This design comes from an exercise in tuning for small area on the open sky130 flow, not from production work. The RTL was checked by simulation tests, not by an equivalence proof against the original design. No activity file was given, so power comes from the tool's default toggle rates.

==> design/flow/design.v <==
`timescale 1ns / 1ps
module ClockDivider(clk, rst, tick);
    parameter n = 13;
    input clk;
    input rst;
    output tick;
    reg[n - 1:0] cnt;
    always @(posedge clk or posedge rst) begin
        if (rst)
            cnt <= {n{1'b0}};
        else
            cnt <= cnt + 1;
    end
    assign tick = (cnt == {1'b0, {(n - 1){1'b1}}});
endmodule
`timescale 1ns / 1ps
module debounce(pb_debounced, pb, clk, rst, en);
  output    pb_debounced; 
  input     pb;          
  input     clk;         
  input     rst;
  input     en;
  reg [3:0] shift_reg;   
  always @(posedge clk or posedge rst) begin
    if (rst)
      shift_reg <= 4'b0000;
    else if (en) begin
      shift_reg[3:1] <= shift_reg[2:0];
      shift_reg[0] <= pb;
    end
  end
  assign pb_debounced = ((shift_reg == 4'b1111) ? 1'b1 : 1'b0);
endmodule
`timescale 1ns / 1ps
module onepulse (PB_single_pulse, clock, rst, en, PB_debounced);
  input PB_debounced;
  input clock;
  input rst;
  input en;
  output PB_single_pulse;
  reg PB_single_pulse;
  reg PB_debounced_delay;
  always @(posedge clock or posedge rst)
  begin
    if (rst) begin
      PB_single_pulse <= 1'b0;
      PB_debounced_delay <= 1'b0;
    end
    else if (en) begin
      if (PB_debounced == 1'b1 & PB_debounced_delay == 1'b0)
        PB_single_pulse <= 1'b1;
      else
        PB_single_pulse <= 1'b0;
      PB_debounced_delay <= PB_debounced;
    end
  end
endmodule
`timescale 1ns / 1ps
module LED7SEG(DIGIT, DISPLAY, clk, rst, en, BCD3, BCD2, BCD1, BCD0
    );
input clk;
input rst;
input en;
input [3:0] BCD3;
input [3:0] BCD2;
input [3:0] BCD1;
input [3:0] BCD0;
output reg [3:0] DIGIT;
output [6:0] DISPLAY;
reg [3:0] value;
	always @ (posedge clk or posedge rst) begin
		if (rst) begin
			value <= 4'd0;
			DIGIT <= 4'b1110;
		end
		else if (en) begin
		case(DIGIT) 
			4'b0111: begin
			    value <= BCD2;
				DIGIT <= 4'b1011;
			end
			4'b1011: begin
			    value <= BCD1;
				DIGIT <= 4'b1101;
			end
			4'b1101: begin
				value <= BCD0;
				DIGIT <= 4'b1110;
			end
			4'b1110: begin
				value <= BCD3;
				DIGIT <= 4'b0111;
			end
			default begin
				DIGIT <= 4'b1110;
			end
		endcase	
		end
	end
	assign DISPLAY = (value==4'd0) ? 7'b0000001 :
						(value==4'd1) ? 7'b1001111 :
						(value==4'd2) ? 7'b0010010 :
						(value==4'd3) ? 7'b0000110 :
						(value==4'd4) ? 7'b1001100 :
						(value==4'd5) ? 7'b0100100 :
						(value==4'd6) ? 7'b0100000 :
						(value==4'd7) ? 7'b0001111 :
						(value==4'd8) ? 7'b0000000 : 
						(value==4'd9) ? 7'b0000100 :
						(value==4'd10) ? 7'b0100111 :     
						(value==4'd11) ? 7'b1100011 :     
						(value==4'd12) ? 7'b0111011 :     
						(value==4'd13) ? 7'b1110010 :     
						(value==4'd14) ? 7'b0111000 :     
						(value==4'd15) ? 7'b0110000 :     
                 						7'b1111111;
endmodule
`timescale 1ns / 1ps
module lab05(clk, rst, money_5, money_10, cancel, check, count_down, LED, DIGIT, DISPLAY);
    input clk;
    input rst;
    input money_5;
    input money_10;
    input cancel;
    input check;
    input count_down;
    output reg[15:0] LED;
    output [3:0] DIGIT;
    output [6:0] DISPLAY;
    reg[3:0] BCD3,BCD2,BCD1,BCD0;
    wire tick_disp, tick_in, tick_fsm;
    ClockDivider #(.n(3)) clock_13(clk, rst, tick_disp);
    ClockDivider #(.n(5)) clock_16(clk, rst, tick_in);
    ClockDivider #(.n(8)) clock_26(clk, rst, tick_fsm);
    wire money_5_d, money_10_d, cancel_d, check_d, count_d;
    debounce m5(money_5_d, money_5, clk, rst, tick_in);
    debounce m10(money_10_d, money_10, clk, rst, tick_in);
    debounce c(cancel_d, cancel, clk, rst, tick_in);
    debounce cdeb(check_d, check, clk, rst, tick_in);
    debounce countDeb(count_d, count_down, clk, rst, tick_in);
    wire money_5_one, money_10_one, cancel_one, check_one, count_one;
    onepulse m5one(money_5_one, clk, rst, tick_in, money_5_d);
    onepulse m10one(money_10_one, clk, rst, tick_in, money_10_d);
    onepulse c_one(cancel_one, clk, rst, tick_in, cancel_d);
    onepulse cDone(check_one, clk, rst, tick_in, check_d);
    onepulse countone(count_one, clk, rst, tick_in, count_d);
    LED7SEG seven(DIGIT, DISPLAY, clk, rst, tick_disp, BCD3, BCD2, BCD1, BCD0);
    reg[3:0] next_BCD3,next_BCD2,next_BCD1,next_BCD0;
    reg [15:0] next_led;
    parameter INITIAL = 3'b000, DEPOSIT = 3'b001, RELEASE = 3'b010, CHANGE = 3'b011, AMOUNT = 3'b100;
    reg[2:0] state,next_state;
    reg[12:0] count,next_count;
    reg[8:0] bcd_delay,next_delay;
    reg[6:0] balance, next_balance;
    wire fsm_en;
    assign fsm_en = (state == INITIAL || state == DEPOSIT || state == AMOUNT)?tick_in:tick_fsm;
    always @(posedge clk or posedge rst)begin
        if(rst)begin
            state <= INITIAL;
            BCD0 <= 4'b0000;
            BCD1 <= 4'b0000;
            BCD2 <= 4'b0000;
            BCD3 <= 4'b0000;
            LED <= 16'b0;
            count <= 13'd0;
            bcd_delay<= 9'b0;
            balance <= 7'd0;
        end
        else if(fsm_en) begin
            state <= next_state;
            BCD0 <= next_BCD0;
            BCD1 <= next_BCD1;
            BCD2 <= next_BCD2;
            BCD3 <= next_BCD3;
            LED <= next_led;
            count <= next_count;
            bcd_delay<= next_delay;
            balance <= next_balance;
        end
    end
    always @(*)begin
        next_BCD0 = BCD0;
        next_BCD1 = BCD1;
        next_BCD2 = BCD2;
        next_BCD3 = BCD3;
        next_led = LED;
        next_delay = bcd_delay;
        next_balance = balance;
        next_state = state;
        next_count = count;
        case(state)
            INITIAL:begin
                next_BCD0 = 4'd0;
                next_BCD1 = 4'd0;
                next_BCD2 = 4'd0;
                next_BCD3 = 4'd0;
                next_led = LED;
                next_state = DEPOSIT;
                next_balance = 7'd0;
                next_delay = 9'd0;
            end
            DEPOSIT:begin
                next_count = count+1;
                next_state = DEPOSIT;
                if(cancel_one)begin
                    next_count = 13'd0;
                    next_BCD2 = 4'd0;
                    next_BCD3 = 4'd0;
                    next_led = 16'b0;
                    next_state = CHANGE;
                end
                else if(money_5_one)begin
                    next_count = 13'd0;
                    if(BCD0 == 0 && BCD1 == 5) begin
                          next_BCD1 = BCD1;
                          next_BCD0 = BCD0;
                          next_BCD2 = 4'd9;
                          next_BCD3 = 4'd0;
                    end                   
                    else if(BCD0 == 4'd5)begin
                        if(BCD1<4'd5)begin
                            next_BCD1 = BCD1+1;
                            next_BCD0 = 4'd0;
                            next_BCD2 = (BCD1*10 + BCD0) / 5;
                            next_BCD3 = 4'd0;       
                        end
                    end 
                    else begin
                        next_BCD0 = 4'd5;
                    end
                end
                else if(money_10_one)begin
                    next_count = 13'd0;
                    if(BCD0 == 0 && BCD1 == 5) begin
                         next_BCD1 = BCD1;
                         next_BCD0 = BCD0;
                         next_BCD2 = 4'd9;
                         next_BCD3 = 4'd0;
                    end
                    if(BCD1<5)begin
                       next_BCD1 = BCD1+4'd1;    
                       next_BCD2 = (BCD1*10 + BCD0) / 5;
                       next_BCD3 = 4'd0;                   
                    end
                end 
                else if(check_one) begin
                     next_count = 13'd0;
                     next_BCD1 = BCD1;
                     next_BCD0 = BCD0;
                     next_BCD3 = BCD3;
                     next_BCD2 = BCD2;
                     next_led = 16'b0;
                     next_state = AMOUNT;                   
                end
                else if(count == 13'b1_1111_1111_1111)begin
                    next_count = 13'd0;
                    next_BCD2 = 4'd0;
                    next_BCD3 = 4'd0;
                    next_led = 16'b0;
                    next_state = CHANGE;
                end
            end
            AMOUNT : begin
                     next_count = 13'd0;
                     next_BCD1 = BCD1;
                     next_BCD0 = BCD0;
                     next_BCD3 = BCD3;
                     next_BCD2 = BCD2;
                     next_led = 16'b0;
                     if(count_one) begin
                        next_BCD0 = BCD0;
                        next_BCD1 = BCD1;
                        next_BCD2 = BCD2-1;
                        next_BCD3 = 4'd0;
                     end
                     else if(cancel_one) begin
                         next_count = 13'd0;
                         next_BCD2 = 4'd0;
                         next_BCD3 = 4'd0;
                         next_state = CHANGE;
                     end
                     else if(check_one) begin
                         next_BCD1 = BCD1;
                         next_BCD0 = BCD0;
                         next_BCD3 = BCD3;
                         next_BCD2 = BCD2;
                         next_state = RELEASE;
                     end
            end
            RELEASE:begin
                    next_balance = (BCD1*10+BCD0) - (BCD3*10+BCD2);
                    next_led = 16'b1;
                    next_BCD3 = 4'd10;
                    next_BCD2 = 4'd11;
                    next_BCD1 = 4'd12;
                    next_BCD0 = 4'd13;
                   next_state = CHANGE;
            end
            CHANGE:begin
                if(BCD3!=0 || BCD2!=0)begin
                    next_BCD3 = 4'd0;
                    next_BCD2 = 4'd0;
                    next_BCD1 = balance/10;
                    next_BCD0 = balance - (balance/10)*10;
                    next_state = CHANGE;
                end
                else if(BCD1>0)begin
                    next_BCD1 = BCD1 - 4'd1;
                    next_state = CHANGE;
                end
                else if(BCD0>0)begin
                    next_BCD0 = BCD0 - 4'd5;
                    next_state = CHANGE;
                end
                else begin
                    next_BCD0 = 4'd0;
                    next_BCD1 = 4'd0;
                    next_BCD2 = 4'd0;
                    next_BCD3 = 4'd0;
                    next_state = INITIAL;
                end
            end
        endcase
   end
endmodule
==> design/flow/run.sh <==
#!/bin/bash
# synth_recipe.tcl (not shown) runs the flow's synth.tcl, then flattens the netlist and writes it again
# the make line also repeats each setting of config.mk as NAME=value (left out here)
make -C /OpenROAD-flow-scripts/flow DESIGN_CONFIG=/design/flow/config.mk WORK_HOME=/design/flow/orfs CLKGATE_MAP_FILE= SYNTH_SCRIPT=/design/flow/synth_recipe.tcl finish
==> design/flow/config.mk <==
export PLATFORM = sky130hd
export DESIGN_NAME = lab05
export DESIGN_NICKNAME = lab05
export VERILOG_FILES = /design/flow/design.v
export SDC_FILE = /design/flow/constraint.sdc
export NUM_CORES = 4
export LEC_CHECK = 0
export CAP_MARGIN = 20
export CORE_MARGIN = 2
export CORE_UTILIZATION = 40
export SLEW_MARGIN = 20
==> design/flow/constraint.sdc <==
create_clock -name core_clock -period 10.0 [get_ports {clk}]
set_input_delay 2.0000 -clock core_clock [delete_from_list [all_inputs] [get_ports {clk}]]
set_output_delay 2.0000 -clock core_clock [all_outputs]
set_load 0.01 [all_outputs]
==> run summary <==
* Routed WL: roughly 17 mm
* Aggregate negative setup slack: 0 ns
- Maximum cell stage delay along the critical path: approximately 0.73 ns
- Count of unique library cells instantiated by Yosys: 81
* Proportion of synthesized flip-flops having asynchronous set or reset: 100%
* Final worst clock skew: 0.00475 ns
* Initial antenna violation count: 0
* Crit path arrival time: ~8.3 ns
- Once detailed placement completed, the half-perimeter wirelength came to approximately 12 mm.
- Per report_power, the clock group accounts for about half of the total.
- Worst Setup Start Kind: register
* Unrepaired setup endpoints after global routing: no
* Max clock buf depth: 2
- Pin count of the biggest net entering global routing: 54
- Averaged over all synthesized cells, the footprint is 8.33 um2.
- The path class of the tightest hold or removal check is register to register.
- In this run, synthesis produced a sequential element count of between 90 and 100.
* Critical path peak fanout: 19
* Number of warnings reported in the yosys synthesis log: 7
- At the end of the flow, the number of nets in the layout was 893.
- In this run the tightest slew margin relative to its limit is 34.2%.
- Final count of hold timing violations: 0
- Cell class contributing the biggest share of worst-path delay: simple AND/OR/NAND/NOR gates
- The analysis attributes to net switching a power of around 0.17 mW.
* Wire length of the first global-routing pass: 28.0 mm
* Setup WS pre-CTS: ~2 ns
- Worst setup path class: register to register
- The clock tree synthesis step divided the H-tree into 3 levels.
- Clock tree from TritonCTS: built
* Post-synthesis cell type with the largest combined area: dfrtp_1
- The post-route netlist has 8.23% of its cells at a drive strength greater than 1.
- Sequential cells account for 48.1% of the total power.
- Once the clock tree was built, the resizer swapped 0 gates to a different size.
- After detailed routing, the average wire length per cell comes to between 15 and 20 um.
* Power consumption: 0.771 mW
* Via total after detailed routing: just over 6000
- Internal power: 0.601 mW
* Crit path top cell by count: ha_1
* Area contributors post-synth: dfrtp_1 (31%), ha_1 (6.1%), o21ai_0 (4.7%)
- After clock tree synthesis, the clock-pin slew on the worst setup and hold paths is 0.07 ns.
* Vias in the first global route: 5547
- The largest registers in the layout are count x13, clock_26.cnt x8, balance x7.
* Post-route setup slack: about 1.9 ns
- At the end of routability-driven placement, the weighted congestion stood at 0.912.
- After detailed placement, the design holds a cell count of about 1100.
- IR Drop Worst-Case VDD: ~110 uV
* Number of hold buffers added after CTS: 0
- In the finished design, the share of the clock period the worst path needs comes to 80.9%.
* Slew at the pin with the worst max-slew slack: 0.975 ns
- Once the floorplan was initialized, standard cells occupied about 41% of the core.
* Root Buffer Master: clkbuf_16
- Run status: timing/DRC/antenna clean
- The die covers between 15000 and 20000 um2.
- Fill cells: between 1500 and 2000
* Maximum achievable frequency: between 100 and 150 MHz
- Summed over all cells, the static leakage comes to between 3 and 4 nW.
* Required arrival time at the worst endpoint: roughly 10 ns
* Latest clock arrival within the worst-skew pair: between 0.3 and 0.4 ns
* # diodes: 0
- Combinational logic burns about 1.8% of the power.
* Fraction of post-synthesis cell area in the top cell type by area: between 30 and 40%
* I/O pin cnt: 34
- Detailed-router iteration count before antenna repair: 5
* Gate count of the mapped netlist: 857
* Buffers added on ports: 18
* Power density over cell area: 99.6 nW/um2
- In this run the remaining antenna-violating nets after routing total 0.
- Critical-path cell with the highest stage delay: dfrtp_1
- Row generation in the floorplan step produced 48 rows.
- Ranked by flip-flop count, first place goes to count.
- After layout, the minimum clock period comes to between 8 and 9 ns.
- Dividing the detail-routed via count by the number of cells gives ~5.7.
- Cells fill around 45% of the core in the end.
- The mapped netlist covers between 7000 and 8000 um2.
- Final setup violation count: 0
- Final Instance Count excl. Fillers: approximately 1100
- Max reg flops: 13
- Net Sw Frac: 22.1%
- The number of clock buffers added by TritonCTS is 9.
- The final count of pins violating max slew came to 0.
* Sequential share of the synthesized area: 31.9%
* Setup Buffers After CTS: 0
- The clock net in this run drives a total of 91 sinks.
* Number of buffer and inverter instances along the worst setup path: 1
* DRC viols: 0
- For this run, the leading register cell type out of synthesis is dfrtp_1.
- Count of max-cap constraint violations: 0
- In this run the vertical extent of the chip is ~140 um.
- Measured along the x axis, the die boundary spans about 140 um.
- Number of violations reported at the end of detailed-routing iteration 0: 490
- Across every metal layer, demand over resource in global routing totals ~18%.
- Area Growth Syn to Fin: 8.48%
- Core region area: around 17000 um2
* Number of enable-type register cells in the synthesized netlist: 0
- Kind of end point of the critical path: register
- Global route total overflow: 0
[Yosys cell counts (5+ instances only)]
cell type,number
a211oi_1,10
a21oi_1,53
a221oi_1,5
a22oi_1,10
a31oi_1,17
and2_1,6
and3_1,7
buf_1,6
buf_2,5
buf_4,16
clkbuf_1,32
dfrtp_1,88
fa_1,5
ha_1,35
inv_1,52
mux2_2,27
mux2i_1,9
nand2_1,81
nand2b_1,9
nand3_1,35
nand3b_1,5
nand4_1,12
nor2_1,72
nor2b_1,11
nor3_1,14
nor3b_1,5
nor4_1,5
o211ai_1,10
o21ai_0,67
o22ai_1,7
o31ai_1,5
or3_1,7
xnor2_1,21
xor2_1,16
[through the flow]
step | area, um2 | hold WS, ns
5_1_grt | 7740 | 0.460
3_5_place_dp | 7410 | 0.421
4_1_cts | 7740 | 0.431
2_1_floorplan | 7190 | 0.401
3_3_place_gp | 7410 | 0.417
6_report | 7740 | 0.424
[per-layer routing]
layer / global-route usage, % / share of wire [%] / vias to the layer above
li1: - / - / 3054
met1: 26.4 / 48 / 2917
met2: 28.8 / 45 / 199
met3: 3.86 / 5.9 / 15
met4: 3.84 / 1.1 / 0
met5: 0 / 0 / -
[final cells by class]
class	count	area, um2	area share (%)
Clock buffer	9	225	2.91
Inverter	52	198	2.55
Multi-Input combinational cell	669	4430	57.2
Sequential cell	91	2280	29.5
Clock inverter	7	114	1.47
Timing Repair Buffer	23	218	2.81
Tap cell	225	282	3.63
[layout by cell type, fill, tap and decap left out, drive strengths merged, types with 9 or more instances in the layout]
cell type,n
xnor2,21
a22oi,10
xor2,16
nand4,12
nand2b,9
o211ai,10
inv,57
a31oi,17
nor2b,11
a21oi,53
nand2,81
clkbuf,9
nor2,73
ha,35
clkdlybuf4s50,18
a211oi,10
o21ai,71
nand3,36
dfrtp,88
mux2,28
conb,15
mux2i,9
nor3,16
[path summary, 6_finish.rpt]
kind / from / slack (ns) / end / depth (start not counted)
setup / recovery: BCD1[3] / 1.91 / BCD2[0] / 27
min in group asynchronous: rst / 2.03 / clock_16.cnt[4] / 2
hold / removal: clock_13.cnt[0] / 0.42 / clock_13.cnt[0] / 1
hold reg to reg: clock_13.cnt[0] / 0.42 / clock_13.cnt[0] / 1
max in group asynchronous: rst / 6.95 / count[0] / 3
setup reg to reg: BCD1[3] / 1.91 / BCD2[0] / 27
[logic make-up after synthesis]
logic type               count (synthesis)  synth area share, %
AND/OR/NAND/NOR                        288                 19.8
AO/OA/AOI/OAI                          248                 23.0
buffers and inverters                  111                 6.76
flip-flops                              91                 31.9
adder cells (fa/ha/maj)                 44                 8.10
XOR/XNOR                                37                 4.54
multiplexers                            37                 5.73
other                                    1               0.0525
[power groups by stage]
stage          clock (mW)  combinational [mW]  sequential (mW)
2_1_floorplan           0              0.0139            0.378
3_3_place_gp            0              0.0145            0.378
3_5_place_dp            0              0.0147            0.378
4_1_cts             0.399              0.0147            0.371
5_1_grt             0.415              0.0170            0.371
6_report            0.386              0.0140            0.371

## afterwards: timing with drivers on the ports
How much do the figures lean on ideal ports? The routed layout below was timed once more, with nothing changed but the port constraints. Step 1 (the two cells are an assumption about what drives the block):
set clk [get_ports {clk}]
set_driving_cell -lib_cell sky130_fd_sc_hd__clkbuf_16 $clk
set_driving_cell -lib_cell sky130_fd_sc_hd__buf_2 [delete_from_list [all_inputs] $clk]
Step 2 also shifts input and output timing later by t, the mid clock arrival at the registers, as if the neighbouring blocks saw the same clock. a / b / c = ideal ports / drivers / drivers and shift; a / b = the first two.
t, ns: 0.390
setup slack, ns: 1.913 / 1.913 / 1.913
hold slack, ns: 0.424 / 0.424 / 0.424
clock arrival spread, ns: 0.006 / 0.006
worst register clock-pin slew, ns: 0.07 / 0.07
After both steps this run still meets setup and hold. For this run, drivers alone change the setup slack by 0.000 ns; drivers and shift together by 0.000 ns.
